Source: an optimization exercise on an open RTL-to-GDS flow (aim: small area, a short achievable clock period and few clock cycles per item). Production flows keep margins and buffers that such runs may drop. Only simulation tests tie the RTL to the original design; equivalence was not proved. The clock port is modelled as an ideal driver; clocking choices that lean on that would not hold on a real chip. Power is estimated from default activity; no workload was simulated.

==> flow/design.v <==
module fastInvSqrt #(
    parameter INT_WIDTH = 12,       
    parameter FRACT_WIDTH = 4        
    )
    (
    input wire clk,
    input wire rst_n,
    input wire [INT_WIDTH+FRACT_WIDTH-1:0] data_in,
    input wire valid_in,
    output reg ready_in,
    output wire [INT_WIDTH+FRACT_WIDTH-1:0] data_out,
    output reg valid_out,
    input wire ready_out
    );
    localparam WORD_WIDTH = INT_WIDTH + FRACT_WIDTH;
    wire [15:0] x = data_in;
    wire [5:0] s;
    wire n23, n24, n25, n26, n27, n28, n29, n30, n31, n32;
    wire n33, n34, n35, n36, n37, n38, n39, n40, n41, n42;
    wire n43, n44, n45, n46, n47, n48, n49, n50, n51, n52;
    wire n53, n54, n55, n56, n57, n58, n59, n60, n61, n62;
    wire n63, n64, n65, n66, n67, n68, n70, n71, n72, n73;
    wire n74, n75, n76, n77, n78, n79, n80, n81, n82, n83;
    wire n84, n85, n86, n87, n88, n89, n90, n91, n92, n93;
    wire n95, n96, n97, n98, n99, n100, n101, n103, n104, n105;
    wire n106, n108, n109, n111, n112;
    assign n23 = ~x[15] & ~x[14];
    assign n24 = ~x[13] & n23;
    assign n25 = ~x[12] & ~x[11];
    assign n26 = ~x[10] & n25;
    assign n27 = ~x[9] & n26;
    assign n28 = x[8] & n27;
    assign n29 = n24 & ~n28;
    assign n30 = ~x[4] & ~x[3];
    assign n31 = ~x[5] & n30;
    assign n32 = ~x[2] & ~x[1];
    assign n33 = n31 & n32;
    assign n34 = ~x[8] & ~x[7];
    assign n35 = ~x[6] & n34;
    assign n36 = n33 & n35;
    assign n37 = n23 & n27;
    assign n38 = n36 & n37;
    assign n39 = ~n29 & ~n38;
    assign n40 = ~x[5] & ~x[2];
    assign n41 = ~n30 & ~n40;
    assign n42 = x[0] & n32;
    assign n43 = ~x[1] & ~n42;
    assign n44 = n30 & ~n43;
    assign n45 = ~x[6] & ~x[5];
    assign n46 = x[1] & x[0];
    assign n47 = n45 & ~n46;
    assign n48 = n44 & n47;
    assign n49 = ~n41 & ~n48;
    assign n50 = x[4] & x[3];
    assign n51 = ~n32 & n50;
    assign n52 = ~n49 & ~n51;
    assign n53 = x[2] & x[1];
    assign n54 = ~n50 & ~n53;
    assign n55 = n49 & ~n54;
    assign n56 = ~x[7] & ~n55;
    assign n57 = ~n52 & n56;
    assign n58 = n31 & ~n53;
    assign n59 = x[6] & ~n58;
    assign n60 = ~x[9] & ~n59;
    assign n61 = ~n57 & n60;
    assign n62 = ~x[13] & n26;
    assign n63 = ~x[7] & x[6];
    assign n64 = x[5] & n63;
    assign n65 = x[9] & ~n34;
    assign n66 = ~n64 & ~n65;
    assign n67 = n62 & n66;
    assign n68 = ~n61 & n67;
    assign s[0] = ~n39 & ~n68;
    assign n70 = x[6] & ~n33;
    assign n71 = ~x[7] & ~n70;
    assign n72 = x[8] & ~n71;
    assign n73 = n24 & n27;
    assign n74 = ~n72 & n73;
    assign n75 = ~n31 & n63;
    assign n76 = x[5] & ~x[2];
    assign n77 = x[1] & ~n76;
    assign n78 = ~x[4] & ~n77;
    assign n79 = x[3] & ~n78;
    assign n80 = ~n34 & ~n58;
    assign n81 = ~x[5] & ~n32;
    assign n82 = x[4] & ~n81;
    assign n83 = ~x[6] & ~n82;
    assign n84 = ~n80 & n83;
    assign n85 = ~n79 & n84;
    assign n86 = ~n75 & ~n85;
    assign n87 = ~x[7] & n58;
    assign n88 = ~n86 & ~n87;
    assign n89 = n74 & ~n88;
    assign n90 = x[10] & x[9];
    assign n91 = ~n36 & n90;
    assign n92 = n24 & n25;
    assign n93 = ~n91 & n92;
    assign s[1] = ~n89 & n93;
    assign n95 = n34 & ~n75;
    assign n96 = ~x[3] & n32;
    assign n97 = ~n44 & n96;
    assign n98 = ~x[4] & x[2];
    assign n99 = n45 & ~n98;
    assign n100 = ~n97 & n99;
    assign n101 = n95 & ~n100;
    assign s[2] = n74 & ~n101;
    assign n103 = n73 & n95;
    assign n104 = x[4] & ~n96;
    assign n105 = n45 & ~n104;
    assign n106 = ~n44 & n105;
    assign s[3] = n103 & ~n106;
    assign n108 = ~n42 & n58;
    assign n109 = n105 & ~n108;
    assign s[4] = n103 & n109;
    assign n111 = ~x[6] & ~n32;
    assign n112 = n58 & n111;
    assign s[5] = n103 & n112;
    reg [5:0] result;    
    wire full_next = valid_in | ~ready_in;   
    always @(posedge clk) begin
        if (!rst_n) begin
            valid_out <= 1'b0;
            ready_in <= 1'b1;
        end else begin
            valid_out <= ready_out & full_next;
            ready_in <= ready_out | ~full_next;
        end
    end
    always @(posedge clk) begin
        if (ready_in) result <= s;
    end
    assign data_out = {{(WORD_WIDTH-7){1'b0}}, result[4] & result[3] & result[2],
                       result[5:1], result[0] ^ result[1]};
endmodule
==> flow/flow/run.sh <==
#!/bin/bash
# The standard layout, except:
#  - synthesis maps the logic with flow/abc_custom.script, a light mapping
#    that keeps the RTL's and-inverter graph, instead of ORFS's
#    abc_speed.script (the rest of the synthesis script is the standard flow's own);
#  - port buffers are buf_1 cells;
#  - the constant outputs share one tie cell;
#  - after clock tree synthesis, cells on the slowest paths are upsized
#    (flow/post_cts.tcl).
set -euo pipefail
here=$PWD
# A scripts folder that is ORFS's, with abc_speed.script replaced.
mkdir -p scripts_custom
for f in "$FLOW_HOME"/scripts/*; do ln -sf "$f" scripts_custom/; done
rm -f scripts_custom/abc_speed.script
cp flow/abc_custom.script scripts_custom/abc_speed.script
cat > synth_custom.tcl <<EOT
set ::env(SCRIPTS_DIR) $here/scripts_custom
source $here/synth_recipe.tcl
EOT
bash standard.sh SYNTH_SCRIPT=$here/synth_custom.tcl synth > synth.log 2>&1
bash standard.sh "BUFFER_PORTS_ARGS=-buffer_cell sky130_fd_sc_hd__buf_1" SKIP_REPAIR_TIE_FANOUT=1 POST_CTS_TCL=$here/flow/post_cts.tcl finish > standard.log 2>&1
==> flow/flow/abc_custom.script <==
strash
dch
map -B 0.3
topo
stime -c
==> flow/flow/post_cts.tcl <==
# After clock tree synthesis: upsize and swap pins (no new buffers) on paths
# with less than 9.0 ns of setup slack, then legalize the placement again.
repair_timing -setup -setup_margin 9.0 -sequence "sizeup,swap" -verbose
detailed_placement
check_placement -verbose
==> flow/standard.sh <==
#!/bin/bash
# synth_recipe.tcl (not shown) runs the flow's synth.tcl, then flattens the netlist and writes it again
# the make line also repeats each setting of config.mk as NAME=value (left out here)
make -C /OpenROAD-flow-scripts/flow DESIGN_CONFIG=/design/flow/config.mk WORK_HOME=/design/flow/orfs CLKGATE_MAP_FILE= SYNTH_SCRIPT=/design/flow/synth_recipe.tcl "${@:-finish}"
==> flow/config.mk <==
export PLATFORM = sky130hd
export DESIGN_NAME = fastInvSqrt
export DESIGN_NICKNAME = fastInvSqrt
export VERILOG_FILES = /design/flow/design.v
export SDC_FILE = /design/flow/constraint.sdc
export NUM_CORES = 4
export LEC_CHECK = 0
export CAP_MARGIN = 20
export CORE_AREA = 2.5 2.5 61.5 61.5
export DIE_AREA = 0 0 64 64
export SLEW_MARGIN = 20
==> flow/constraint.sdc <==
create_clock -name core_clock -period 12.5 [get_ports {clk}]
set_input_delay 2.5000 -clock core_clock [delete_from_list [all_inputs] [get_ports {clk}]]
set_output_delay 2.5000 -clock core_clock [all_outputs]
set_load 0.01 [all_outputs]
==> summary.txt, run 1 <==
Run status
  – Outcome: complete, no violations

Clocking
  – CTS tree: built
  – Clock Pin Slew Worst Setup and Hold Paths: 0.06 ns
  – Clock latency on the worst-skew pair: 0.25 ns
  – Clock sink count: 8

Die
  – Die area: 4100 sq um
  – Rows: 21
  – Initial Util: 0.213
  – # IOs: 38
  – Height of the die: 64 um
  – Core Area: 3340 sq um
  – Die width: 64 um

Synthesis
  – Main synth FF type: edfxtp_1
  – Post-synth EDFFs: 6
  – Sequential-to-total area share from yosys stat: 0.310
  – Warnings, synthesis: 1
  – Most frequent cell after synthesis: clkinv_1
  – Post-synthesis xor/xnor area fraction: 0.0123
  – Synthesized area: 709 sq um
  – Seq cells post-synth: 8
  – Post-synthesis mux area share: 0
  – Number of unique standard cell types used by synthesis: 22
  – Post-synthesis compound-gate area fraction: 0.162
  – Syn Area/Cell: 6.96 sq um
  – Post-synth top area cell: edfxtp_1
  – Ranking of synthesized cells by area: edfxtp_1 25%, buf_4 15%, clkinv_1 7.9%
  – Commonest cells post-synth: 15 x clkinv_1, 14 x buf_4, 12 x nand2_1
  – Ys async rst share: 0
  – Synth Area in Adders: 0
  – Simple-Gate Fraction of Synth Area: 0.282
  – Largest family of logic cells by synthesized area: simple AND/OR/NAND/NOR gates
  – Mapped Cells: 102
  – Post-Syn Nets: 122
  – Synth top area share: 0.254

STA
  – Final-report max-slew violation count: 0
  – Final Hold Fails: 0
  – Setup Skew: 0.00259 ns
  – Final period util: 0.286
  – RSZ-0062 raised after global routing: no
  – Crit path setup slack, layout: 8.92 ns
  – Setup_tns: 0 ns
  – Final Setup Violations: 0
  – Maximum clock rate: 280 MHz
  – Fin crit period: 3.58 ns

Power
  – Cell leakage power: 0.270 nW
  – Flop pwr share: 0.459
  – Peak supply drop: 18.6 uV
  – Total net switching power: 0.0198 mW
  – Clk pwr share: 0.312
  – Cell area power density: 81.8 nW/um^2
  – Int Pwr: 0.0468 mW
  – Logic pwr share: 0.229
  – Net Sw Frac: 0.297

GRT
  – GRT Overall Usage: 0.0814
  – Global-route wire length before repair: 2670 um
  – Grt ovf: 0
  – Largest net degree at the start of global routing: 10
  – Initial antenna violation count: 0
  – Vias in the first global route: 687

Detailed routing
  – Iteration-0 DRC Markers: 20
  – DR DRC count: 0
  – Vias per Instance: 4.31
  – Remaining antenna violation count: 0
  – Total Routed Length: 1560 um
  – Routed length per instance: 9.42 um
  – Via count: 716
  – Number of iterations in the first detailed-routing pass: 4

Finish
  – Area of the multi-input gates: 348 sq um
  – Inserted Diodes: 0
  – Layout cells sized above 1: 0.0667
  – Non-Filler Instances: 166
  – Final nets: 141
  – Area Growth Syn to Fin: 14.6%
  – Fillers: 385
  – Storage cell area: 220 sq um

Setup path
  – Worst EP required: 12.50 ns
  – Crit path max fanout: 4
  – Critical Path Start Type: input pin
  – Setup Crit Path Kind: in -> reg
  – Worst Setup End Kind: flop
  – Arr. time, crit path: 3.58 ns

Place
  – Placed Instances: 162
  – Post-detail-place hpwl: 1330 um
  – Post-Place Setup Slack: 8.55 ns
  – I/O Buffers: 28
  – Routability cong.: 0.914

Run
  – Max-cap viol count: 0

Min path
  – Hold Path Class: reg -> reg
==> sequential cells by signal (all words and copies together), names as in the netlist <==
register,count
result,6
ready_in,1
valid_out,1
==> metrics by stage <==
| stage | power (mW) | hold WS [ns] | util | area [sq um] |
|---|---|---|---|---|
| 3_3_place_gp | 0.0460 | 0.600 | 0.230 | 767 |
| 3_5_place_dp | 0.0459 | 0.605 | 0.230 | 767 |
| 5_1_grt | 0.0711 | 0.630 | 0.244 | 813 |
| 2_1_floorplan | 0.0426 | 0.592 | - | 709 |
| 6_report | 0.0666 | 0.605 | 0.244 | 813 |
==> critical path: stages <==
cell and delay, ns:
buf_1 0.07, nor2_1 0.21, nand3_1 0.15, nor4_2 0.24, o21ai_0 0.19, a21oi_1 0.16, nor2_1 0.06
==> per-layer routing <==
metal / up-vias / global-route usage / part of all wire
met4: 0 / 0.0435 / 0.0064
met3: 2 / 0.0106 / 0.054
met2: 23 / 0.147 / 0.54
li1: 375 / - / -
met1: 316 / 0.0917 / 0.40
met5: - / 0 / 0
==> area by class of cell <==
cell class,count,area share
repair buffers,28,0.129
multi-input cells,65,0.428
well taps,46,0.0708
clock buffers,4,0.0323
inverters,15,0.0692
flip-flops and latches,8,0.271
==> power by group through the flow <==
stage	registers (mW)	clock network, mW	logic [mW]
floorplan	0.0311	0	0.0115
global placement	0.0311	0	0.0149
detailed placement	0.0312	0	0.0148
global route	0.0308	0.0230	0.0174
finish	0.0306	0.0207	0.0152
==> final timing paths <==
path                          endpoint                 from  depth (start not counted)  slack [ns]
setup / recovery   result[1]$_DFFE_PP_          data_in[11]                          7        8.92
hold / removal     result[2]$_DFFE_PP_  ready_in$_SDFF_PN1_                          0        0.60
setup reg to reg  valid_out$_SDFF_PN0_  ready_in$_SDFF_PN1_                          5       11.52
hold reg to reg    result[2]$_DFFE_PP_  ready_in$_SDFF_PN1_                          0        0.60
==> cell usage in the layout, fill, tap and decap left out, drive strengths merged, types with 2 or more instances in the layout <==
cell,count
clkinv,15
clkbuf,4
o21bai,2
buf,28
nand3,9
nand4,3
dfxtp,2
a21oi,7
nor4,3
o21ai,6
nor3,4
nor2,10
edfxtp,6
nand2,12
==> kinds of logic (layout without fill, tap and decap cells) <==
logic type | count (synthesis) | in the layout
buf+inv | 29 | 47
compound gates | 20 | 20
xor+xnor | 1 | 1
other cells | 1 | 1
simple gates | 43 | 43
flops | 8 | 8
Testbench counts, summed over its fixed seeds: cycles 1,028, items 1,024.
==> inputs of run 2 (changes only) <==
==> flow/flow/post_cts.tcl (replaced) <==
# After clock tree synthesis: upsize and swap pins (no new buffers) on paths
# with less than 9.15 ns of setup slack, then legalize the placement again.
repair_timing -setup -setup_margin 9.15 -sequence "sizeup,swap" -verbose
detailed_placement
check_placement -verbose
==> summary.txt, run 2 <==
Power
  – Clk pwr share: 0.300 (was 0.312)
  – Net Sw Frac: 0.299 (was 0.297)
  – Cell leakage power: 0.309 nW (was 0.270 nW)
  – Cell area power density: 77.1 nW/um^2 (was 81.8 nW/um^2)
  – Total net switching power: 0.0207 mW (was 0.0198 mW)
  – Flop pwr share: 0.443 (was 0.459)
  – Peak supply drop: 18.4 uV (was 18.6 uV)
  – Logic pwr share: 0.257 (was 0.229)
  – Int Pwr: 0.0485 mW (was 0.0468 mW)
  – Total power: 0.0692 mW (was 0.0666 mW)

Finish
  – Finished Core Util: 0.269 (was 0.244)
  – Post-route cell area: 897 sq um (was 813 sq um)
  – Area Growth Syn to Fin: 26.5% (was 14.6%)
  – Fillers: 372 (was 385)
  – Commonest non-fill, non-tap cell in the layout: buf_1 (unchanged)
  – Inserted Diodes: 0 (unchanged)
  – Most frequent cells in the layout: 20 x buf_1, 15 x clkinv_1, 12 x nand2_1, 8 x nand3_1, 7 x a21oi_1 (was 28 x buf_1, 15 x clkinv_1, 12 x nand2_1, 9 x nor2_1, 9 x nand3_1)
  – Max reg flops: 6 (unchanged)
  – Layout cells sized above 1: 0.192 (was 0.0667)
  – Top Registers: result (6), ready_in (1), valid_out (1) (unchanged)
  – Largest Register: result (unchanged)
  – Final nets: 141 (unchanged)
  – Non-Filler Instances: 166 (unchanged)

Setup path
  – Worst EP required: 12.50 ns (about the same)
  – Worst path cell trace: buf_1 > nor2_2 > nand3_2 > nor4_4 > o21ai_1 > a21oi_1 > nor2_1 (was buf_1 > nor2_1 > nand3_1 > nor4_2 > o21ai_0 > a21oi_1 > nor2_1)
  – Worst Setup End Kind: flop (unchanged)
  – R2R depth: 5 (unchanged)
  – Worst r2r src: ready_in$_SDFF_PN1_ (unchanged)
  – Critical Path Start Type: input pin (unchanged)
  – Slowest-stage cell, CP: nor4_4 (was nor4_2)
  – Top delay family on crit path: simple AND/OR/NAND/NOR gates (unchanged)
  – R2R Setup Slk: 11.64 ns (was 11.52 ns)
  – CP endpoint: result[1]$_DFFE_PP_ (unchanged)
  – CP Depth: 7 (unchanged)
  – Worst flop-to-flop path endpoint: valid_out$_SDFF_PN0_ (unchanged)
  – Setup Crit Path Kind: in -> reg (unchanged)
  – Worst Setup SP: data_in[12] (was data_in[11])
  – Crit-path max cell delay: 0.32 ns (was 0.24 ns)
  – Worst path bufs/invs: 1 (unchanged)
  – Arr. time, crit path: 3.55 ns (was 3.58 ns)
  – Crit path max fanout: 4 (unchanged)

Run status
  – Outcome: complete, no violations (unchanged)

Detailed routing
  – Number of iterations in the first detailed-routing pass: 4 (unchanged)
  – Iteration-0 DRC Markers: 25 (was 20)
  – Total Routed Length: 1590 um (was 1560 um)
  – Vias per Instance: 4.36 (was 4.31)
  – Routed length per instance: 9.57 um (was 9.42 um)
  – DR DRC count: 0 (unchanged)
  – Via count: 723 (was 716)
  – Remaining antenna violation count: 0 (unchanged)

Synthesis
  – Number of unique standard cell types used by synthesis: 22 (unchanged)
  – Most frequent cell after synthesis: clkinv_1 (unchanged)
  – Commonest cells post-synth: 15 x clkinv_1, 14 x buf_4, 12 x nand2_1 (unchanged)
  – Syn Area/Cell: 6.96 sq um (unchanged)
  – Synth top area share: 0.254 (unchanged)
  – Synth Area in Adders: 0 (unchanged)
  – Simple-Gate Fraction of Synth Area: 0.282 (unchanged)
  – Post-synthesis xor/xnor area fraction: 0.0123 (unchanged)
  – Seq cells post-synth: 8 (unchanged)
  – Post-synthesis mux area share: 0 (unchanged)
  – Post-synthesis compound-gate area fraction: 0.162 (unchanged)
  – Synthesized area: 709 sq um (unchanged)
  – Post-synth top area cell: edfxtp_1 (unchanged)
  – Main synth FF type: edfxtp_1 (unchanged)
  – Ys async rst share: 0 (unchanged)
  – Post-Syn Nets: 122 (unchanged)
  – Largest family of logic cells by synthesized area: simple AND/OR/NAND/NOR gates (unchanged)
  – Ranking of synthesized cells by area: edfxtp_1 25%, buf_4 15%, clkinv_1 7.9% (unchanged)
  – Sequential-to-total area share from yosys stat: 0.310 (unchanged)
  – Mapped Cells: 102 (unchanged)
  – Post-synth EDFFs: 6 (unchanged)
  – Warnings, synthesis: 1 (unchanged)

STA
  – Maximum clock rate: 282 MHz (was 280 MHz)
  – Fin crit period: 3.55 ns (was 3.58 ns)
  – RSZ-0062 raised after global routing: no (unchanged)
  – Final Setup Violations: 0 (unchanged)
  – Final Hold Fails: 0 (unchanged)
  – Crit path setup slack, layout: 8.95 ns (was 8.92 ns)
  – Setup_tns: 0 ns (unchanged)
  – Final period util: 0.284 (was 0.286)
  – Hold_ws: 0.550 ns (was 0.605 ns)
  – Setup Skew: 0.00240 ns (was 0.00259 ns)
  – Final-report max-slew violation count: 0 (unchanged)

GRT
  – Grt met2 use: 0.154 (was 0.147)
  – M1 GR Usage: 0.0940 (was 0.0917)
  – Initial antenna violation count: 0 (unchanged)
  – Grt ovf: 0 (unchanged)
  – Largest net degree at the start of global routing: 10 (unchanged)
  – GR peak layer: met2 (unchanged)
  – GRT Overall Usage: 0.0844 (was 0.0814)
  – Vias in the first global route: 707 (was 687)
  – Global-route wire length before repair: 2790 um (was 2670 um)
  – GRT met3 Usage: 0.0106 (unchanged)

Die
  – # IOs: 38 (unchanged)
  – Die area: 4100 sq um (unchanged)
  – Die width: 64 um (unchanged)
  – Core Area: 3340 sq um (unchanged)
  – Rows: 21 (unchanged)
  – Initial Util: 0.213 (unchanged)
  – Height of the die: 64 um (unchanged)

Clocking
  – Clock sink count: 8 (unchanged)
  – Clock Pin Slew Worst Setup and Hold Paths: 0.05 ns (was 0.06 ns)
  – CTS tree: built (unchanged)
  – Clock latency on the worst-skew pair: 0.25 ns (about the same)

Place
  – Post-detail-place hpwl: 1330 um (unchanged)
  – Post-Place Setup Slack: 8.55 ns (unchanged)
  – Routability cong.: 0.914 (unchanged)
  – Placed Instances: 162 (unchanged)
  – I/O Buffers: 28 (unchanged)
  – Area after DPL: 767 sq um (unchanged)

Min path
  – Hold Path Class: reg -> reg (unchanged)
  – Hold path cells: 0 (unchanged)

Run
  – Max-cap viol count: 0 (unchanged)
## run 2: cell counts after synthesis
No cell type changed its count.
## run 2: worst min path at each step
stage	start	slack (ns)	to
floorplan	ready_in$_SDFF_PN1_	0.59	result[0]$_DFFE_PP_
global placement	ready_in$_SDFF_PN1_	0.60	result[0]$_DFFE_PP_
detailed placement	ready_in$_SDFF_PN1_	0.60	result[5]$_DFFE_PP_
global route	ready_in$_SDFF_PN1_	0.56	result[3]$_DFFE_PP_
finish	ready_in$_SDFF_PN1_	0.55	result[2]$_DFFE_PP_
## run 2: kinds of logic after synthesis
kind of cell,Yosys count
AND/OR/NAND/NOR,43
XOR/XNOR,1
flip-flops,8
AO/OA/AOI/OAI,20
other,1
buffers and inverters,29
## run 2: power by group through the flow
stage	registers [mW]	clock network, mW	logic (mW)
floorplan	0.0311	0	0.0115
global placement	0.0311	0	0.0149
detailed placement	0.0312	0	0.0148
global route	0.0309	0.0230	0.0200
finish	0.0307	0.0207	0.0178
## run 2: cell type report
cell class | count | area, sq um | area share
Clock buffer | 4 | 26.3 | 0.0293
Tap cell | 46 | 57.6 | 0.0642
Multi-Input combinational cell | 65 | 390 | 0.435
Sequential cell | 8 | 221 | 0.247
Timing Repair Buffer | 28 | 145 | 0.162
Inverter | 15 | 56.3 | 0.0628
## run 2: layer usage
| layer | routed length (um) | share of wire |
|---|---|---|
| met2 | 862 | 0.54 |
| met5 | 0 | 0 |
| met1 | 629 | 0.40 |
| met4 | 10 | 0.0063 |
| met3 | 86 | 0.054 |
==> inputs of run 3 (changes only) <==
==> flow/flow/run.sh (replaced) <==
#!/bin/bash
# The standard layout, except:
#  - synthesis maps the logic with flow/abc_custom.script, a light mapping
#    that keeps the RTL's and-inverter graph, instead of ORFS's
#    abc_speed.script (the rest of the synthesis script is the standard flow's own);
#  - port buffers are buf_1 cells;
#  - the constant outputs share one tie cell.
set -euo pipefail
here=$PWD
# A scripts folder that is ORFS's, with abc_speed.script replaced.
mkdir -p scripts_custom
for f in "$FLOW_HOME"/scripts/*; do ln -sf "$f" scripts_custom/; done
rm -f scripts_custom/abc_speed.script
cp flow/abc_custom.script scripts_custom/abc_speed.script
cat > synth_custom.tcl <<EOT
set ::env(SCRIPTS_DIR) $here/scripts_custom
source $here/synth_recipe.tcl
EOT
bash standard.sh SYNTH_SCRIPT=$here/synth_custom.tcl synth > synth.log 2>&1
bash standard.sh "BUFFER_PORTS_ARGS=-buffer_cell sky130_fd_sc_hd__buf_1" SKIP_REPAIR_TIE_FANOUT=1 finish > standard.log 2>&1
removed: flow/flow/post_cts.tcl
==> summary.txt, run 3 <==
Synthesis
  – Syn Area/Cell: 6.96 sq um (unchanged)
  – Post-synthesis compound-gate area fraction: 0.162 (unchanged)
  – Post-synthesis xor/xnor area fraction: 0.0123 (unchanged)
  – Warnings, synthesis: 1 (unchanged)
  – Post-synth EDFFs: 6 (unchanged)
  – Largest family of logic cells by synthesized area: simple AND/OR/NAND/NOR gates (unchanged)
  – Synthesized area: 709 sq um (unchanged)
  – Sequential-to-total area share from yosys stat: 0.310 (unchanged)
  – Commonest cells post-synth: 15 x clkinv_1, 14 x buf_4, 12 x nand2_1 (unchanged)
  – Post-synthesis mux area share: 0 (unchanged)
  – Simple-Gate Fraction of Synth Area: 0.282 (unchanged)
  – Mapped Cells: 102 (unchanged)
  – Ys async rst share: 0 (unchanged)
  – Post-synth top area cell: edfxtp_1 (unchanged)
  – Synth top area share: 0.254 (unchanged)
  – Ranking of synthesized cells by area: edfxtp_1 25%, buf_4 15%, clkinv_1 7.9% (unchanged)
  – Main synth FF type: edfxtp_1 (unchanged)
  – Post-Syn Nets: 122 (unchanged)
  – Number of unique standard cell types used by synthesis: 22 (unchanged)
  – Synth Area in Adders: 0 (unchanged)
  – Most frequent cell after synthesis: clkinv_1 (unchanged)
  – Seq cells post-synth: 8 (unchanged)

Detailed routing
  – Routed length per instance: 9.36 um (was 9.57 um)
  – DR DRC count: 0 (unchanged)
  – Remaining antenna violation count: 0 (unchanged)
  – Via count: 713 (was 723)
  – Total Routed Length: 1550 um (was 1590 um)
  – Number of iterations in the first detailed-routing pass: 4 (unchanged)
  – Vias per Instance: 4.30 (was 4.36)
  – Iteration-0 DRC Markers: 24 (was 25)

STA
  – Final Hold Fails: 0 (unchanged)
  – Maximum clock rate: 269 MHz (was 282 MHz)
  – Final period util: 0.298 (was 0.284)
  – Fin crit period: 3.72 ns (was 3.55 ns)
  – Setup_tns: 0 ns (unchanged)
  – RSZ-0062 raised after global routing: no (unchanged)
  – Final Setup Violations: 0 (unchanged)
  – Final-report max-slew violation count: 0 (unchanged)
  – Setup Skew: 0.00197 ns (was 0.00240 ns)

Run status
  – Outcome: complete, no violations (unchanged)

GRT
  – Grt ovf: 0 (unchanged)
  – Initial antenna violation count: 0 (unchanged)
  – Vias in the first global route: 688 (was 707)
  – Global-route wire length before repair: 2680 um (was 2790 um)
  – Largest net degree at the start of global routing: 10 (unchanged)
  – GRT Overall Usage: 0.0814 (was 0.0844)

Clocking
  – CTS tree: built (unchanged)
  – CTS buffer count: 3
  – Post-CTS Hold Fix Bufs: 0
  – Clock latency on the worst-skew pair: 0.25 ns (about the same)
  – Post-CTS setup buffer count: 0
  – Clock sink count: 8 (unchanged)
  – H-tree depth: 1
  – CTS resizes: 0
  – Clock Tree Root: clkbuf_4
  – Clock Pin Slew Worst Setup and Hold Paths: 0.05 ns (about the same)
  – Max Buffers Root-to-Sink: 2

Power
  – Total net switching power: 0.0194 mW (was 0.0207 mW)
  – Int Pwr: 0.0467 mW (was 0.0485 mW)
  – Cell leakage power: 0.269 nW (was 0.309 nW)
  – Total power: 0.0661 mW (was 0.0692 mW)
  – Logic pwr share: 0.224 (was 0.257)
  – Cell area power density: 83.3 nW/um^2 (was 77.1 nW/um^2)
  – Peak supply drop: 18.6 uV (was 18.4 uV)
  – Flop pwr share: 0.463 (was 0.443)
  – Clk pwr share: 0.313 (was 0.300)
  – Net Sw Frac: 0.293 (was 0.299)

Place
  – Routability cong.: 0.914 (unchanged)
  – I/O Buffers: 28 (unchanged)
  – Post-detail-place hpwl: 1330 um (unchanged)
  – Placed Instances: 162 (unchanged)

Finish
  – Largest Register: result (unchanged)
  – Top Registers: result (6), ready_in (1), valid_out (1) (unchanged)
  – Non-Filler Instances: 166 (unchanged)
  – Commonest non-fill, non-tap cell in the layout: buf_1 (unchanged)
  – Most frequent cells in the layout: 28 x buf_1, 15 x clkinv_1, 12 x nand2_1, 10 x nor2_1, 9 x nand3_1 (was 20 x buf_1, 15 x clkinv_1, 12 x nand2_1, 8 x nand3_1, 7 x a21oi_1)
  – Inserted Diodes: 0 (unchanged)
  – Layout cells sized above 1: 0.0333 (was 0.192)
  – Area Growth Syn to Fin: 11.8% (was 26.5%)
  – Max reg flops: 6 (unchanged)
  – Final nets: 141 (unchanged)

Run
  – Max-cap viol count: 0 (unchanged)

Setup path
  – Worst path cell trace: buf_1 > nor2_1 > nand3_1 > nor4_1 > nand3_1 > nor4_1 (was buf_1 > nor2_2 > nand3_2 > nor4_4 > o21ai_1 > a21oi_1 > nor2_1)
  – Worst r2r src: ready_in$_SDFF_PN1_ (unchanged)
  – Slowest-stage cell, CP: nor4_1 (was nor4_4)
  – Setup Crit Path Kind: in -> reg (unchanged)
  – Critical Path Start Type: input pin (unchanged)
  – Crit-path max cell delay: 0.35 ns (was 0.32 ns)
  – R2R depth: 5 (unchanged)
  – Worst Setup End Kind: flop (unchanged)
  – Worst path bufs/invs: 1 (unchanged)
  – Top delay family on crit path: simple AND/OR/NAND/NOR gates (unchanged)
  – Worst flop-to-flop path endpoint: valid_out$_SDFF_PN0_ (unchanged)
  – R2R Setup Slk: 11.52 ns (was 11.64 ns)
  – Arr. time, crit path: 3.76 ns (was 3.55 ns)
  – Worst EP required: 12.54 ns (was 12.50 ns)
  – Crit path max fanout: 4 (unchanged)

Min path
  – Hold path cells: 0 (unchanged)
  – Hold path endpoint: result[2]$_DFFE_PP_ (unchanged)
  – Hold Path Class: reg -> reg (unchanged)
  – Min-Delay Startpoint: ready_in$_SDFF_PN1_ (unchanged)

Die
  – Initial Util: 0.213 (unchanged)
  – Rows: 21 (unchanged)
  – Core Area: 3340 sq um (unchanged)
  – Die area: 4100 sq um (unchanged)
  – # IOs: 38 (unchanged)
  – Height of the die: 64 um (unchanged)
  – Die width: 64 um (unchanged)
[run 3: cell counts after synthesis]
Identical to the previous run, type by type.
[run 3: how the worst max path moves through the flow]
stage,startpoint,end,slack [ns],depth (start not counted)
2_1_floorplan,data_in[11],result[1]$_DFFE_PP_,8.94,6
3_3_place_gp,data_in[11],result[1]$_DFFE_PP_,8.48,7
4_1_cts,data_in[11],result[1]$_DFFE_PP_,8.81,7
5_1_grt,data_in[2],result[1]$_DFFE_PP_,8.64,9
6_report,data_in[11],result[5]$_DFFE_PP_,8.78,6
3_5_place_dp,data_in[11],result[1]$_DFFE_PP_,8.55,7
[run 3: final cells by class]
class | instances | area (sq um)
well taps | 46 | 57.6
flip-flops and latches | 8 | 220
multi-input cells | 65 | 328
repair buffers | 28 | 105
clock buffers | 4 | 26.3
inverters | 15 | 56.3
fillers | 388 | 2540
[run 3: cells by family (layout without fill, tap and decap cells)]
family	after synthesis	count (layout)
xor gates and xnor gates	1	1
and+or+nand+nor	43	43
AOI/OAI and AO/OA	20	20
other	1	1
DFF	8	8
buffers and inverters	29	47
[run 3: through the flow]
step | area [sq um] | utilization | worst slack [ns] | hold slack [ns]
final | 793 | 0.238 | 8.78 | 0.606
after global routing | 793 | 0.238 | 8.64 | 0.630
after CTS | 793 | 0.238 | 8.81 | 0.620
after detailed placement | 767 | 0.230 | 8.55 | 0.605
after global placement | 767 | 0.230 | 8.48 | 0.600
after floorplan | 709 | - | 8.94 | 0.592
[run 3: routing by layer]
| metal | wire length [um] | track usage | vias up |
|---|---|---|---|
| met5 | 0 | 0 | - |
| met4 | 10 | 0.0435 | 0 |
| met3 | 80 | 0.0106 | 2 |
| met2 | 846 | 0.147 | 23 |
| met1 | 617 | 0.0917 | 315 |
| li1 | - | - | 373 |
[run 3: power by group through the flow]
stage	sequential [mW]	clock [mW]	combinational (mW)
2_1_floorplan	0.0311	0	0.0115
3_3_place_gp	0.0311	0	0.0149
3_5_place_dp	0.0312	0	0.0148
4_1_cts	0.0306	0.0218	0.0149
5_1_grt	0.0308	0.0230	0.0170
6_report	0.0306	0.0207	0.0148
==> inputs of run 4 (changes only) <==
--- a/flow/flow/run.sh
+++ b/flow/flow/run.sh
@@ -4,7 +4,7 @@
 #    that keeps the RTL's and-inverter graph, instead of ORFS's
 #    abc_speed.script (the rest of the synthesis script is the standard flow's own);
 #  - port buffers are buf_1 cells;
-#  - the constant outputs share one tie cell.
+#  - the constant outputs share one tie cell;
 set -euo pipefail
 here=$PWD
 # A scripts folder that is ORFS's, with abc_speed.script replaced.
@@ -17,4 +17,4 @@
 source $here/synth_recipe.tcl
 EOT
 bash standard.sh SYNTH_SCRIPT=$here/synth_custom.tcl synth > synth.log 2>&1
-bash standard.sh "BUFFER_PORTS_ARGS=-buffer_cell sky130_fd_sc_hd__buf_1" SKIP_REPAIR_TIE_FANOUT=1 finish > standard.log 2>&1
+bash standard.sh "BUFFER_PORTS_ARGS=-buffer_cell sky130_fd_sc_hd__buf_1" SKIP_REPAIR_TIE_FANOUT=1 POST_CTS_TCL=$here/flow/post_cts.tcl finish > standard.log 2>&1
==> flow/flow/abc_custom.script (replaced) <==
strash
map -B 0.3
topo
stime -c
==> flow/flow/post_cts.tcl (new file) <==
source [file join [file dirname [info script]] sizeopt.tcl]
size_for_area_period $::env(FLOW_PERIOD_NS)
detailed_placement
check_placement -verbose
==> flow/flow/sizeopt.tcl (new file) <==
proc so_eval {} {
  estimate_parasitics -placement
  set ends [find_timing_paths -path_delay max -group_path_count $::so_k -endpoint_path_count 1]
  set ws [get_property [lindex $ends 0] slack]
  set sum 0.0
  foreach e $ends { set sum [expr {$sum + [get_property $e slack]}] }
  return [list [expr {[rsz::design_area] * 1e12 * ($::so_period - $ws)}] $sum]
}
proc so_better {a b} {
  lassign $a m1 s1
  lassign $b m2 s2
  if {$m1 < $m2 - 1e-6} { return 1 }
  if {$m1 <= $m2 + 1e-9 && $s1 > $s2 + 1e-6} { return 1 }
  return 0
}
proc so_family {inst} {
  set m [get_name [get_property $inst liberty_cell]]
  if {![regexp {^(sky130_fd_sc_hd__[a-z0-9]+)_(\d+)$} $m -> base drive]} { return {} }
  set out {}
  foreach lc [get_lib_cells ${base}_*] {
    set n [get_name $lc]
    if {[regexp "^${base}_\\d+\$" $n] && $n ne $m} { lappend out $n }
  }
  return $out
}
proc so_skip {inst} {
  set lc [get_property $inst liberty_cell]
  if {$lc eq "" || $lc eq "NULL"} { return 1 }
  return [regexp {df|clkbuf_|conb|tap|fill} [get_name $lc]]
}
proc so_try {inst best} {
  set orig [get_name [get_property $inst liberty_cell]]
  set bestcell $orig
  foreach c [so_family $inst] {
    replace_cell $inst $c
    set v [so_eval]
    if {[so_better $v $best]} { set best $v; set bestcell $c }
  }
  replace_cell $inst $bestcell
  return [list $best [expr {$bestcell ne $orig}] $bestcell]
}
proc size_for_area_period {period {k 8}} {
  set ::so_period $period
  set ::so_k $k
  set best [so_eval]
  puts "sizeopt: start $best"
  for {set pass 0} {$pass < 40} {incr pass} {
    set changed 0
    set insts {}
    foreach e [find_timing_paths -path_delay max -group_path_count $k -endpoint_path_count 1] {
      foreach pt [get_property $e points] {
        if {[catch {set inst [get_cells -of_objects [get_property $pt pin]]}] || $inst eq ""} { continue }
        if {[lsearch -exact $insts [get_name $inst]] < 0} { lappend insts [get_name $inst] }
      }
    }
    foreach name $insts {
      set inst [get_cells $name]
      if {[so_skip $inst]} { continue }
      lassign [so_try $inst $best] best ch cell
      if {$ch} { incr changed; puts "sizeopt: $name -> $cell $best" }
    }
    if {!$changed} { break }
  }
  foreach inst [get_cells *] {
    if {[so_skip $inst]} { continue }
    lassign [so_try $inst $best] best ch cell
    if {$ch} { puts "sizeopt: [get_name $inst] -> $cell $best" }
  }
  puts "sizeopt: end $best"
}
==> summary.txt, run 4 <==
Run status
  – Outcome: complete, no violations (unchanged)

Finish
  – Most frequent cells in the layout: 27 x buf_1, 18 x nand2_1, 14 x clkinv_1, 11 x nor2_1, 8 x a21oi_1 (was 28 x buf_1, 15 x clkinv_1, 12 x nand2_1, 10 x nor2_1, 9 x nand3_1)
  – Largest Register: result (unchanged)
  – Commonest non-fill, non-tap cell in the layout: buf_1 (unchanged)
  – Final nets: 144 (was 141)
  – Finished Core Util: 0.242 (was 0.238)
  – Post-route cell area: 807 sq um (was 793 sq um)
  – Top Registers: result (6), ready_in (1), valid_out (1) (unchanged)
  – Area Growth Syn to Fin: 11.6% (was 11.8%)
  – Fillers: 380 (was 388)
  – Inserted Diodes: 0 (unchanged)
  – Layout cells sized above 1: 0.0325 (was 0.0333)
  – Non-Filler Instances: 169 (was 166)
  – Max reg flops: 6 (unchanged)

Power
  – Cell leakage power: 0.287 nW (was 0.269 nW)
  – Peak supply drop: 15.7 uV (was 18.6 uV)
  – Cell area power density: 82.1 nW/um^2 (was 83.3 nW/um^2)
  – Total power: 0.0663 mW (was 0.0661 mW)

Setup path
  – R2R depth: 2 (was 5)
  – Crit path max fanout: 5 (was 4)
  – Worst Setup End Kind: flop (unchanged)
  – Setup Crit Path Kind: in -> reg (unchanged)
  – Slowest-stage cell, CP: nor3_1 (was nor4_1)
  – Worst path cell trace: buf_2 > nor3_1 > clkinv_1 > a31oi_1 > nand2_1 > nor4_1 (was buf_1 > nor2_1 > nand3_1 > nor4_1 > nand3_1 > nor4_1)
  – Worst EP required: 12.57 ns (was 12.54 ns)
  – Arr. time, crit path: 3.66 ns (was 3.76 ns)
  – Crit-path max cell delay: 0.38 ns (was 0.35 ns)
  – Critical Path Start Type: input pin (unchanged)

Die
  – Die area: 4100 sq um (unchanged)
  – Initial Util: 0.217 (was 0.213)
  – Die width: 64 um (unchanged)
  – Height of the die: 64 um (unchanged)
  – Rows: 21 (unchanged)
  – # IOs: 38 (unchanged)
  – Core Area: 3340 sq um (unchanged)

Clocking
  – CTS tree: built (unchanged)
  – Clock latency on the worst-skew pair: 0.25 ns (about the same)
  – Clock sink count: 8 (unchanged)
  – Clock Pin Slew Worst Setup and Hold Paths: 0.05 ns (about the same)

Place
  – Placed Instances: 165 (was 162)
  – Post-Place Setup Slack: 8.62 ns (was 8.55 ns)
  – Post-detail-place hpwl: 1290 um (was 1330 um)
  – I/O Buffers: 28 (unchanged)
  – Area after DPL: 781 sq um (was 767 sq um)
  – Routability cong.: 0.817 (was 0.914)

Min path
  – Hold Path Class: reg -> reg (unchanged)
  – Hold path cells: 0 (unchanged)

Synthesis
  – Ys async rst share: 0 (unchanged)
  – Ranking of synthesized cells by area: edfxtp_1 25%, buf_4 15%, nand2_1 9.3% (was edfxtp_1 25%, buf_4 15%, clkinv_1 7.9%)
  – Post-synth top area cell: edfxtp_1 (unchanged)
  – Post-Syn Nets: 125 (was 122)
  – Most frequent cell after synthesis: nand2_1 (was clkinv_1)
  – Warnings, synthesis: 1 (unchanged)
  – Commonest cells post-synth: 18 x nand2_1, 14 x buf_4, 14 x clkinv_1 (was 15 x clkinv_1, 14 x buf_4, 12 x nand2_1)
  – Synth top area share: 0.249 (was 0.254)
  – Main synth FF type: edfxtp_1 (unchanged)
  – Post-synth EDFFs: 6 (unchanged)
  – Seq cells post-synth: 8 (unchanged)
  – Syn Area/Cell: 6.89 sq um (was 6.96 sq um)
  – Mapped Cells: 105 (was 102)
  – Synthesized area: 723 sq um (was 709 sq um)
  – Sequential-to-total area share from yosys stat: 0.304 (was 0.310)
  – Number of unique standard cell types used by synthesis: 23 (was 22)

GRT
  – Vias in the first global route: 606 (was 688)
  – GRT met3 Usage: 0.0106 (unchanged)
  – M1 GR Usage: 0.0753 (was 0.0917)
  – GR peak layer: met2 (unchanged)
  – Grt met2 use: 0.143 (was 0.147)
  – GRT Overall Usage: 0.0732 (was 0.0814)
  – Global-route wire length before repair: 2440 um (was 2680 um)
  – Grt ovf: 0 (unchanged)
  – Initial antenna violation count: 0 (unchanged)
  – Largest net degree at the start of global routing: 10 (unchanged)

Run
  – Max-cap viol count: 0 (unchanged)

Detailed routing
  – DR DRC count: 0 (unchanged)
  – Vias per Instance: 4.20 (was 4.30)
  – Remaining antenna violation count: 0 (unchanged)
  – Iteration-0 DRC Markers: 20 (was 24)
  – Routed length per instance: 8.97 um (was 9.36 um)
  – Total Routed Length: 1520 um (was 1550 um)
  – Via count: 710 (was 713)
  – Number of iterations in the first detailed-routing pass: 4 (unchanged)

STA
  – Final Hold Fails: 0 (unchanged)
  – Final Setup Violations: 0 (unchanged)
  – Fin crit period: 3.59 ns (was 3.72 ns)
  – Final-report max-slew violation count: 0 (unchanged)
  – Crit path setup slack, layout: 8.91 ns (was 8.78 ns)
  – Final period util: 0.287 (was 0.298)
  – Setup_tns: 0 ns (unchanged)
  – Hold_ws: 0.595 ns (was 0.606 ns)
  – Maximum clock rate: 279 MHz (was 269 MHz)
  – RSZ-0062 raised after global routing: no (unchanged)
  – Setup Skew: 0.00414 ns (was 0.00197 ns)
run 4: final timing paths:
path / end / startpoint / slack, ns
worst min-delay path: result[2]$_DFFE_PP_ / ready_in$_SDFF_PN1_ / 0.59
worst max register to register: valid_out$_SDFF_PN0_ / ready_in$_SDFF_PN1_ / 11.54
worst max-delay path: result[5]$_DFFE_PP_ / data_in[3] / 8.91
worst min register to register: result[2]$_DFFE_PP_ / ready_in$_SDFF_PN1_ / 0.59
run 4: worst max-delay path: cells and delay by family:
kind | cells | cell delay, ns
AO/OA/AOI/OAI | 1 | 0.20
AND/OR/NAND/NOR | 3 | 0.69
buffers and inverters | 2 | 0.28
run 4: cells by family (layout without fill, tap and decap cells):
kind of cell | after synthesis | in the layout | share of synthesized area
buffers and inverters | 28 | 46 | 0.218
AO/OA/AOI/OAI | 22 | 22 | 0.182
XOR/XNOR | 1 | 1 | 0.0121
flip-flops | 8 | 8 | 0.304
AND/OR/NAND/NOR | 45 | 45 | 0.279
other | 1 | 1 | 0.00519
run 4: routing by layer:
metal | vias to the layer above | part of all wire
met2 | 20 | 0.53
li1 | 378 | -
met1 | 308 | 0.39
met4 | 0 | 0.0099
met3 | 4 | 0.067
met5 | - | 0
run 4: cell type report:
| cell class | count | area, sq um | share of cell area |
|---|---|---|---|
| inverter | 14 | 52.6 | 0.0651 |
| sequential | 8 | 220 | 0.273 |
| tap | 46 | 57.6 | 0.0713 |
| timing repair buffer | 28 | 106 | 0.132 |
| clock buffer | 4 | 26.3 | 0.0326 |
| multi-input combinational | 69 | 344 | 0.426 |
run 4: where the power goes:
group / total, mW / switching [mW] / leakage (nW) / internal (mW)
clock: 0.0205 / 0.00834 / 0.0150 / 0.0122
sequential: 0.0306 / 0.000797 / 0.0859 / 0.0298
combinational: 0.0152 / 0.0101 / 0.186 / 0.00509
total: 0.0663 / 0.0192 / 0.287 / 0.0470
==> inputs of run 5 (changes only) <==
==> flow/flow/abc_custom.script (replaced) <==
strash
dch
map -B 0.3
topo
stime -c
==> summary.txt, run 5 <==
Die
  – Height of the die: 64 um (unchanged)
  – Core Area: 3340 sq um (unchanged)
  – # IOs: 38 (unchanged)
  – Die width: 64 um (unchanged)
  – Rows: 21 (unchanged)
  – Initial Util: 0.213 (was 0.217)
  – Die area: 4100 sq um (unchanged)

Finish
  – Final nets: 141 (was 144)
  – Area Growth Syn to Fin: 12.7% (was 11.6%)
  – Layout cells sized above 1: 0.0333 (was 0.0325)
  – Commonest non-fill, non-tap cell in the layout: buf_1 (unchanged)
  – Max reg flops: 6 (unchanged)
  – Inserted Diodes: 0 (unchanged)
  – Most frequent cells in the layout: 28 x buf_1, 15 x clkinv_1, 12 x nand2_1, 9 x nor2_1, 9 x nand3_1 (was 27 x buf_1, 18 x nand2_1, 14 x clkinv_1, 11 x nor2_1, 8 x a21oi_1)
  – Largest Register: result (unchanged)
  – Top Registers: result (6), ready_in (1), valid_out (1) (unchanged)

Clocking
  – Clock Pin Slew Worst Setup and Hold Paths: 0.05 ns (about the same)
  – Clock sink count: 8 (unchanged)
  – Clock latency on the worst-skew pair: 0.25 ns (about the same)
  – CTS tree: built (unchanged)

Synthesis
  – Commonest cells post-synth: 15 x clkinv_1, 14 x buf_4, 12 x nand2_1 (was 18 x nand2_1, 14 x buf_4, 14 x clkinv_1)
  – Post-synth EDFFs: 6 (unchanged)
  – Mapped Cells: 102 (was 105)
  – Ranking of synthesized cells by area: edfxtp_1 25%, buf_4 15%, clkinv_1 7.9% (was edfxtp_1 25%, buf_4 15%, nand2_1 9.3%)
  – Number of unique standard cell types used by synthesis: 22 (was 23)
  – Synthesized area: 709 sq um (was 723 sq um)
  – Synth top area share: 0.254 (was 0.249)
  – Sequential-to-total area share from yosys stat: 0.310 (was 0.304)
  – Seq cells post-synth: 8 (unchanged)
  – Ys async rst share: 0 (unchanged)
  – Syn Area/Cell: 6.96 sq um (was 6.89 sq um)
  – Post-synth top area cell: edfxtp_1 (unchanged)
  – Main synth FF type: edfxtp_1 (unchanged)
  – Post-Syn Nets: 122 (was 125)
  – Most frequent cell after synthesis: clkinv_1 (was nand2_1)
  – Warnings, synthesis: 1 (unchanged)

STA
  – Final Hold Fails: 0 (unchanged)
  – Final-report max-slew violation count: 0 (unchanged)
  – Setup_tns: 0 ns (unchanged)
  – Fin crit period: 3.63 ns (was 3.59 ns)
  – Crit path setup slack, layout: 8.87 ns (was 8.91 ns)
  – Final Setup Violations: 0 (unchanged)
  – Setup Skew: 0.00196 ns (was 0.00414 ns)
  – RSZ-0062 raised after global routing: no (unchanged)
  – Maximum clock rate: 275 MHz (was 279 MHz)
  – Final period util: 0.290 (was 0.287)

Setup path
  – Crit path max fanout: 4 (was 5)
  – Setup Crit Path Kind: in -> reg (unchanged)
  – Critical Path Start Type: input pin (unchanged)
  – Worst Setup End Kind: flop (unchanged)
  – Arr. time, crit path: 3.67 ns (was 3.66 ns)
  – R2R depth: 5 (was 2)
  – Worst EP required: 12.54 ns (was 12.57 ns)

GRT
  – Grt ovf: 0 (unchanged)
  – Vias in the first global route: 687 (was 606)
  – GRT Overall Usage: 0.0821 (was 0.0732)
  – Initial antenna violation count: 0 (unchanged)
  – Global-route wire length before repair: 2700 um (was 2440 um)
  – Largest net degree at the start of global routing: 10 (unchanged)

Detailed routing
  – Routed length per instance: 9.40 um (was 8.97 um)
  – Iteration-0 DRC Markers: 21 (was 20)
  – Vias per Instance: 4.28 (was 4.20)
  – Total Routed Length: 1560 um (was 1520 um)
  – Via count: 711 (was 710)
  – Number of iterations in the first detailed-routing pass: 4 (unchanged)
  – DR DRC count: 0 (unchanged)
  – Remaining antenna violation count: 0 (unchanged)

Min path
  – Hold path cells: 0 (unchanged)
  – Hold Path Class: reg -> reg (unchanged)

Place
  – Post-Place Setup Slack: 8.55 ns (was 8.62 ns)
  – I/O Buffers: 28 (unchanged)
  – Routability cong.: 0.914 (was 0.817)
  – Post-detail-place hpwl: 1330 um (was 1290 um)

Power
  – Cell area power density: 83.0 nW/um^2 (was 82.1 nW/um^2)
  – Cell leakage power: 0.270 nW (was 0.287 nW)
  – Total power: 0.0664 mW (was 0.0663 mW)
  – Peak supply drop: 18.6 uV (was 15.7 uV)

Run
  – Max-cap viol count: 0 (unchanged)

Run status
  – Outcome: complete, no violations (unchanged)
-- run 5: worst paths after layout --
kind | start | to | slack, ns
max | data_in[11] | result[5]$_DFFE_PP_ | 8.87
min | ready_in$_SDFF_PN1_ | result[2]$_DFFE_PP_ | 0.61
max reg2reg | ready_in$_SDFF_PN1_ | valid_out$_SDFF_PN0_ | 11.52
min reg2reg | ready_in$_SDFF_PN1_ | result[2]$_DFFE_PP_ | 0.61
-- run 5: area by class of cell --
| class | count | area (sq um) |
|---|---|---|
| multi-input combinational | 65 | 334 |
| fill | 385 | 2540 |
| sequential | 8 | 220 |
| inverter | 15 | 56.3 |
| clock buffer | 4 | 26.3 |
| tap | 46 | 57.6 |
| timing repair buffer | 28 | 105 |
-- run 5: kinds of logic after synthesis --
kind of cell,after synthesis,share of synthesized area
simple gates,43,0.282
buf+inv,29,0.228
compound gates,20,0.162
flops,8,0.310
xor+xnor,1,0.0123
other cells,1,0.00529
-- run 5: critical path, cell delays in order --
cell	delay [ns]
buf_1	0.10
nor2_4	0.13
nand3_1	0.10
nor4_1	0.34
nand3_1	0.21
nor4_1	0.29
-- run 5: metal layers --
metal | GRT usage | part of all wire | up-vias
li1 | - | - | 374
met1 | 0.0928 | 0.40 | 314
met2 | 0.148 | 0.54 | 21
met3 | 0.0106 | 0.049 | 2
met4 | 0.0435 | 0.0064 | 0
met5 | 0 | 0 | -
-- run 5: per-stage QoR --
stage	cell area, sq um	util	instances	hold WS, ns
after floorplan	709	-	102	0.592
after global placement	767	0.230	162	0.600
after detailed placement	767	0.230	162	0.605
after global routing	800	0.240	166	0.630
final	800	0.240	166	0.606
-- run 5: power by group --
part	switching (mW)	internal (mW)	leakage, nW
clock network	0.00850	0.0122	0.0150
logic	0.0103	0.00487	0.169
registers	0.000816	0.0297	0.0859
==> inputs of run 6 (changes only) <==
==> flow/flow/abc_custom.script (replaced) <==
strash
dch
map -B 0.2
topo
stime -c
==> summary.txt, run 6 <==
Detailed routing
  – DR DRC count: 0 (unchanged)
  – Remaining antenna violation count: 0 (unchanged)
  – Total Routed Length: 1580 um (was 1560 um)
  – Via count: 709 (was 711)
  – Iteration-0 DRC Markers: 31 (was 21)
  – Routed length per instance: 9.55 um (was 9.40 um)
  – Vias per Instance: 4.30 (was 4.28)
  – Number of iterations in the first detailed-routing pass: 4 (unchanged)

Place
  – Area after DPL: 767 sq um (unchanged)
  – Post-detail-place hpwl: 1300 um (was 1330 um)
  – Placed Instances: 162 (unchanged)
  – Routability cong.: 0.853 (was 0.914)
  – I/O Buffers: 28 (unchanged)

Finish
  – Max reg flops: 6 (unchanged)
  – Largest Register: result (unchanged)
  – Area Growth Syn to Fin: 10.9% (was 12.7%)
  – Non-Filler Instances: 165 (was 166)
  – Post-route cell area: 787 sq um (was 800 sq um)
  – Most frequent cells in the layout: 28 x buf_1, 15 x clkinv_1, 15 x nand2_1, 10 x nor2_1, 7 x nand3_1 (was 28 x buf_1, 15 x clkinv_1, 12 x nand2_1, 9 x nor2_1, 9 x nand3_1)
  – Commonest non-fill, non-tap cell in the layout: buf_1 (unchanged)
  – Inserted Diodes: 0 (unchanged)
  – Layout cells sized above 1: 0.0336 (was 0.0333)
  – Fillers: 376 (was 385)
  – Final nets: 141 (unchanged)
  – Top Registers: result (6), ready_in (1), valid_out (1) (unchanged)

Clocking
  – Clock latency on the worst-skew pair: 0.25 ns (about the same)
  – Clock Pin Slew Worst Setup and Hold Paths: 0.05 ns (about the same)
  – CTS tree: built (unchanged)
  – Clock sink count: 8 (unchanged)

STA
  – Setup_tns: 0 ns (unchanged)
  – Final-report max-slew violation count: 0 (unchanged)
  – Final period util: 0.284 (was 0.290)
  – Maximum clock rate: 282 MHz (was 275 MHz)
  – Final Setup Violations: 0 (unchanged)
  – Setup Skew: 0.000575 ns (was 0.00196 ns)
  – Fin crit period: 3.54 ns (was 3.63 ns)
  – RSZ-0062 raised after global routing: no (unchanged)
  – Final Hold Fails: 0 (unchanged)

Power
  – Peak supply drop: 15.6 uV (was 18.6 uV)
  – Total power: 0.0648 mW (was 0.0664 mW)
  – Cell leakage power: 0.268 nW (was 0.270 nW)
  – Cell area power density: 82.4 nW/um^2 (was 83.0 nW/um^2)

Synthesis
  – Warnings, synthesis: 1 (unchanged)
  – Mapped Cells: 102 (unchanged)
  – Number of unique standard cell types used by synthesis: 23 (was 22)
  – Synth top area share: 0.254 (unchanged)
  – Ys async rst share: 0 (unchanged)
  – Sequential-to-total area share from yosys stat: 0.310 (unchanged)
  – Post-synth EDFFs: 6 (unchanged)
  – Commonest cells post-synth: 15 x clkinv_1, 15 x nand2_1, 14 x buf_4 (was 15 x clkinv_1, 14 x buf_4, 12 x nand2_1)
  – Synthesized area: 709 sq um (unchanged)
  – Post-Syn Nets: 122 (unchanged)
  – Main synth FF type: edfxtp_1 (unchanged)
  – Ranking of synthesized cells by area: edfxtp_1 25%, buf_4 15%, clkinv_1 7.9% (unchanged)
  – Post-synth top area cell: edfxtp_1 (unchanged)
  – Syn Area/Cell: 6.96 sq um (unchanged)
  – Seq cells post-synth: 8 (unchanged)

GRT
  – Grt ovf: 0 (unchanged)
  – Initial antenna violation count: 0 (unchanged)
  – GRT Overall Usage: 0.0785 (was 0.0821)
  – Vias in the first global route: 669 (was 687)
  – Global-route wire length before repair: 2510 um (was 2700 um)
  – Largest net degree at the start of global routing: 10 (unchanged)

Die
  – Height of the die: 64 um (unchanged)
  – Die width: 64 um (unchanged)
  – # IOs: 38 (unchanged)
  – Core Area: 3340 sq um (unchanged)
  – Die area: 4100 sq um (unchanged)
  – Rows: 21 (unchanged)
  – Initial Util: 0.213 (unchanged)

Setup path
  – Arr. time, crit path: 3.64 ns (was 3.67 ns)
  – Worst EP required: 12.60 ns (was 12.54 ns)
  – Setup Crit Path Kind: in -> reg (unchanged)
  – Crit path max fanout: 7 (was 4)
  – Worst Setup End Kind: flop (unchanged)
  – Critical Path Start Type: input pin (unchanged)

Run
  – Max-cap viol count: 0 (unchanged)

Run status
  – Outcome: complete, no violations (unchanged)

Min path
  – Hold Path Class: reg -> reg (unchanged)
==> run 6: layout make-up <==
class                           count  area, sq um  area share
Tap cell                           46         57.6      0.0731
Sequential cell                     8          220       0.280
Clock buffer                        3         22.5      0.0286
Timing Repair Buffer               28          105       0.134
Inverter                           15         56.3      0.0715
Multi-Input combinational cell     65          325       0.413
==> run 6: final timing paths <==
kind                       start              endpoint  slack, ns  cells past startpoint
max                   data_in[4]   result[0]$_DFFE_PP_       8.96                      7
min          ready_in$_SDFF_PN1_   result[5]$_DFFE_PP_       0.60                      0
max reg2reg  ready_in$_SDFF_PN1_  valid_out$_SDFF_PN0_      11.51                      5
min reg2reg  ready_in$_SDFF_PN1_   result[5]$_DFFE_PP_       0.60                      0
==> run 6: kinds of logic after synthesis <==
group / count (synthesis) / share of synthesized area
flip-flops: 8 / 0.310
buffers and inverters: 29 / 0.228
AND/OR/NAND/NOR: 43 / 0.273
AO/OA/AOI/OAI: 20 / 0.171
other: 1 / 0.00529
XOR/XNOR: 1 / 0.0123
==> run 6: report_power, final <==
group          switching (mW)  internal, mW  leakage, nW
Clock                 0.00813        0.0109       0.0138
Combinational          0.0103       0.00493        0.168
Sequential           0.000790        0.0298       0.0859
==> run 6: per-stage QoR <==
stage | util | setup slack, ns | hold slack [ns]
floorplan | - | 8.89 | 0.592
global placement | 0.230 | 8.70 | 0.596
detailed placement | 0.230 | 8.69 | 0.593
global route | 0.236 | 8.76 | 0.614
finish | 0.236 | 8.96 | 0.601
==> run 6: critical path, stage by stage <==
cell and delay [ns]:
buf_1 0.15, nor3_1 0.35, nand2_1 0.18, clkinv_1 0.09, o21ai_1 0.06, o21bai_1 0.16
a21oi_1 0.14
==> run 6: per-layer routing <==
| metal | track usage | vias to the layer above | share of wire |
|---|---|---|---|
| met5 | 0 | - | 0 |
| met4 | 0.0679 | 0 | 0.023 |
| met3 | 0.0194 | 4 | 0.074 |
| met2 | 0.142 | 28 | 0.53 |
| met1 | 0.0725 | 307 | 0.38 |
| li1 | - | 370 | - |
==> inputs of run 7 (changes only) <==
==> flow/flow/abc_custom.script (replaced) <==
strash
dch
map -B 0.5
topo
stime -c
==> summary.txt, run 7 <==
Synthesis
  – Post-synth EDFFs: 6 (unchanged)
  – Seq cells post-synth: 8 (unchanged)
  – Ys async rst share: 0 (unchanged)
  – Post-Syn Nets: 125 (was 122)
  – Most frequent cell after synthesis: nand2_1
  – Syn Area/Cell: 6.79 sq um (was 6.96 sq um)
  – Post-synth top area cell: edfxtp_1 (unchanged)
  – Mapped Cells: 105 (was 102)
  – Synthesized area: 713 sq um (was 709 sq um)
  – Synth top area share: 0.253 (was 0.254)
  – Number of unique standard cell types used by synthesis: 21 (was 23)
  – Main synth FF type: edfxtp_1 (unchanged)
  – Commonest cells post-synth: 19 x nand2_1, 14 x buf_4, 12 x clkinv_1 (was 15 x clkinv_1, 15 x nand2_1, 14 x buf_4)
  – Warnings, synthesis: 1 (unchanged)
  – Sequential-to-total area share from yosys stat: 0.309 (was 0.310)
  – Ranking of synthesized cells by area: edfxtp_1 25%, buf_4 15%, nand2_1 10% (was edfxtp_1 25%, buf_4 15%, clkinv_1 7.9%)

Die
  – Rows: 21 (unchanged)
  – Height of the die: 64 um (unchanged)
  – Core Area: 3340 sq um (unchanged)
  – # IOs: 38 (unchanged)
  – Initial Util: 0.214 (was 0.213)
  – Die width: 64 um (unchanged)
  – Die area: 4100 sq um (unchanged)

Detailed routing
  – Remaining antenna violation count: 0 (unchanged)
  – DR DRC count: 0 (unchanged)
  – Via count: 704 (was 709)
  – Iteration-0 DRC Markers: 15 (was 31)
  – Vias per Instance: 4.17 (was 4.30)
  – Routed length per instance: 8.81 um (was 9.55 um)
  – Total Routed Length: 1490 um (was 1580 um)
  – Number of iterations in the first detailed-routing pass: 4 (unchanged)

Setup path
  – R2R depth: 3 (was 5)
  – Critical Path Start Type: input pin (unchanged)
  – Arr. time, crit path: 3.60 ns (was 3.64 ns)
  – Crit path max fanout: 4 (was 7)
  – Worst EP required: 12.60 ns (about the same)
  – Worst Setup End Kind: flop (unchanged)
  – Setup Crit Path Kind: in -> reg (unchanged)

Finish
  – Area Growth Syn to Fin: 12.8% (was 10.9%)
  – Top Registers: result (6), ready_in (1), valid_out (1) (unchanged)
  – Most frequent cells in the layout: 28 x buf_1, 19 x nand2_1, 12 x clkinv_1, 11 x nand3_1, 10 x nor2_1 (was 28 x buf_1, 15 x clkinv_1, 15 x nand2_1, 10 x nor2_1, 7 x nand3_1)
  – Max reg flops: 6 (unchanged)
  – Layout cells sized above 1: 0.0488 (was 0.0336)
  – Commonest non-fill, non-tap cell in the layout: buf_1 (unchanged)
  – Final nets: 144 (was 141)
  – Largest Register: result (unchanged)
  – Fillers: 388 (was 376)
  – Area of the multi-input gates: 350 sq um (was 325 sq um)
  – Inserted Diodes: 0 (unchanged)
  – Storage cell area: 220 sq um (unchanged)

Min path
  – Hold path cells: 0 (unchanged)
  – Hold Path Class: reg -> reg (unchanged)

STA
  – Fin crit period: 3.50 ns (was 3.54 ns)
  – Maximum clock rate: 286 MHz (was 282 MHz)
  – Final Setup Violations: 0 (unchanged)
  – Final Hold Fails: 0 (unchanged)
  – Final-report max-slew violation count: 0 (unchanged)
  – Final period util: 0.280 (was 0.284)
  – Setup Skew: 0.00200 ns (was 0.000575 ns)
  – RSZ-0062 raised after global routing: no (unchanged)
  – Setup_tns: 0 ns (unchanged)

GRT
  – Global-route wire length before repair: 2350 um (was 2510 um)
  – Largest net degree at the start of global routing: 10 (unchanged)
  – Initial antenna violation count: 0 (unchanged)
  – GRT Overall Usage: 0.0710 (was 0.0785)
  – Vias in the first global route: 631 (was 669)
  – Grt ovf: 0 (unchanged)

Power
  – Cell leakage power: 0.284 nW (was 0.268 nW)
  – Peak supply drop: 14.0 uV (was 15.6 uV)
  – Cell area power density: 81.9 nW/um^2 (was 82.4 nW/um^2)
  – Total power: 0.0659 mW (was 0.0648 mW)

Clocking
  – Clock latency on the worst-skew pair: 0.25 ns (about the same)
  – Clock sink count: 8 (unchanged)
  – Clock Pin Slew Worst Setup and Hold Paths: 0.05 ns (about the same)
  – CTS tree: built (unchanged)

Place
  – I/O Buffers: 28 (unchanged)
  – Post-detail-place hpwl: 1300 um (about the same)
  – Routability cong.: 0.792 (was 0.853)

Run status
  – Outcome: complete, no violations (unchanged)

Run
  – Max-cap viol count: 0 (unchanged)
[run 7: changes by cell type in the layout (fill, tap and decap cells not counted), sizes merged, moves of 2 or more]
cell,change
nand3b,+2
o21bai,-2
nand3,+4
clkinv,-3
nand2,+4
[run 7: routing by layer]
metal  GRT usage  vias up  wire length (um)
li1            -      379                 -
met1      0.0743      304               630
met2       0.133       19               728
met3      0.0158        2               122
met4      0.0326        0                 7
met5           0        -                 0
[run 7: cell families (layout without fill, tap and decap cells)]
logic type	Yosys count	after routing	synth area share
other	1	1	0.00526
DFF	8	8	0.309
and+or+nand+nor	53	53	0.340
xor gates and xnor gates	1	1	0.0123
AOI/OAI and AO/OA	16	16	0.123
buffers and inverters	26	44	0.211
[run 7: cell type report]
class / count / area share
flip-flops and latches: 8 / 0.274
clock buffers: 4 / 0.0327
inverters: 12 / 0.0560
multi-input cells: 71 / 0.435
repair buffers: 28 / 0.131
well taps: 46 / 0.0715
[run 7: power breakdown]
part	switching [mW]	total [mW]	internal, mW
clock network	0.00833	0.0205	0.0122
registers	0.000781	0.0305	0.0298
logic	0.0100	0.0149	0.00484
[run 7: critical path, cell delays in order]
cell and delay, ns:
buf_1 0.10, nor2_1 0.24, clkinv_1 0.16, nor2_1 0.11, nand3_1 0.11, nor4_1 0.20
nor2_1 0.07, a21oi_1 0.12
[run 7: path summary, 6_finish.rpt]
| kind | startpoint | end | slack, ns |
|---|---|---|---|
| worst max-delay path | data_in[7] | result[0]$_DFFE_PP_ | 9.00 |
| worst min-delay path | ready_in$_SDFF_PN1_ | result[5]$_DFFE_PP_ | 0.60 |
| worst min register to register | ready_in$_SDFF_PN1_ | result[5]$_DFFE_PP_ | 0.60 |
| worst max register to register | ready_in$_SDFF_PN1_ | valid_out$_SDFF_PN0_ | 11.64 |
[run 7: per-stage QoR]
step,hold WS (ns),util,setup slack (ns),instances,cell area (sq um)
floorplan,0.588,-,8.84,105,713
global placement,0.595,0.231,8.60,165,771
detailed placement,0.598,0.231,8.60,165,771
global route,0.637,0.241,8.73,169,805
finish,0.600,0.241,9.00,169,805

## afterwards: timing with drivers on the ports
In the flow no input, the clock included, has a driving cell. The finished layouts below were timed again as built, in two steps. Step 1 (the two cells are an assumption about what drives the block):
set clk [get_ports {clk}]
set_driving_cell -lib_cell sky130_fd_sc_hd__clkbuf_16 $clk
set_driving_cell -lib_cell sky130_fd_sc_hd__buf_2 [delete_from_list [all_inputs] $clk]
Step 2 adds t to the input delays and takes it off the output delays; t is the mean of the earliest and latest rising clock arrival at the registers after step 1. Input paths then give back, and output paths get back, about the clock's delay inside the block. Three values: ideal ports, drivers, drivers and shift; two values: the first two.
run	t, ns	slack for setup (ns)	hold slack, ns	worst setup path after step 2	slew at the worst register clock pin (ns)
run 1	0.266	8.924 / 8.922 / 8.656	0.605 / 0.605 / 0.605	input to register	0.06 / 0.06
run 2	0.266	8.952 / 8.947 / 8.682	0.550 / 0.550 / 0.550	input to register	0.05 / 0.05
run 3	0.265	8.780 / 8.777 / 8.512	0.606 / 0.606 / 0.606	input to register	0.05 / 0.05
run 4	0.265	8.911 / 8.908 / 8.643	0.595 / 0.595 / 0.595	input to register	0.05 / 0.05
run 5	0.265	8.870 / 8.867 / 8.602	0.606 / 0.606 / 0.606	input to register	0.05 / 0.05
run 6	0.268	8.956 / 8.953 / 8.686	0.601 / 0.601 / 0.601	input to register	0.05 / 0.05
run 7	0.263	9.000 / 8.989 / 8.726	0.600 / 0.600 / 0.600	input to register	0.05 / 0.05
After both steps setup and hold are still met in every run listed. The setup slack of run 7, which loses most, moves by -0.011 ns with the drivers and by -0.274 ns with both steps.
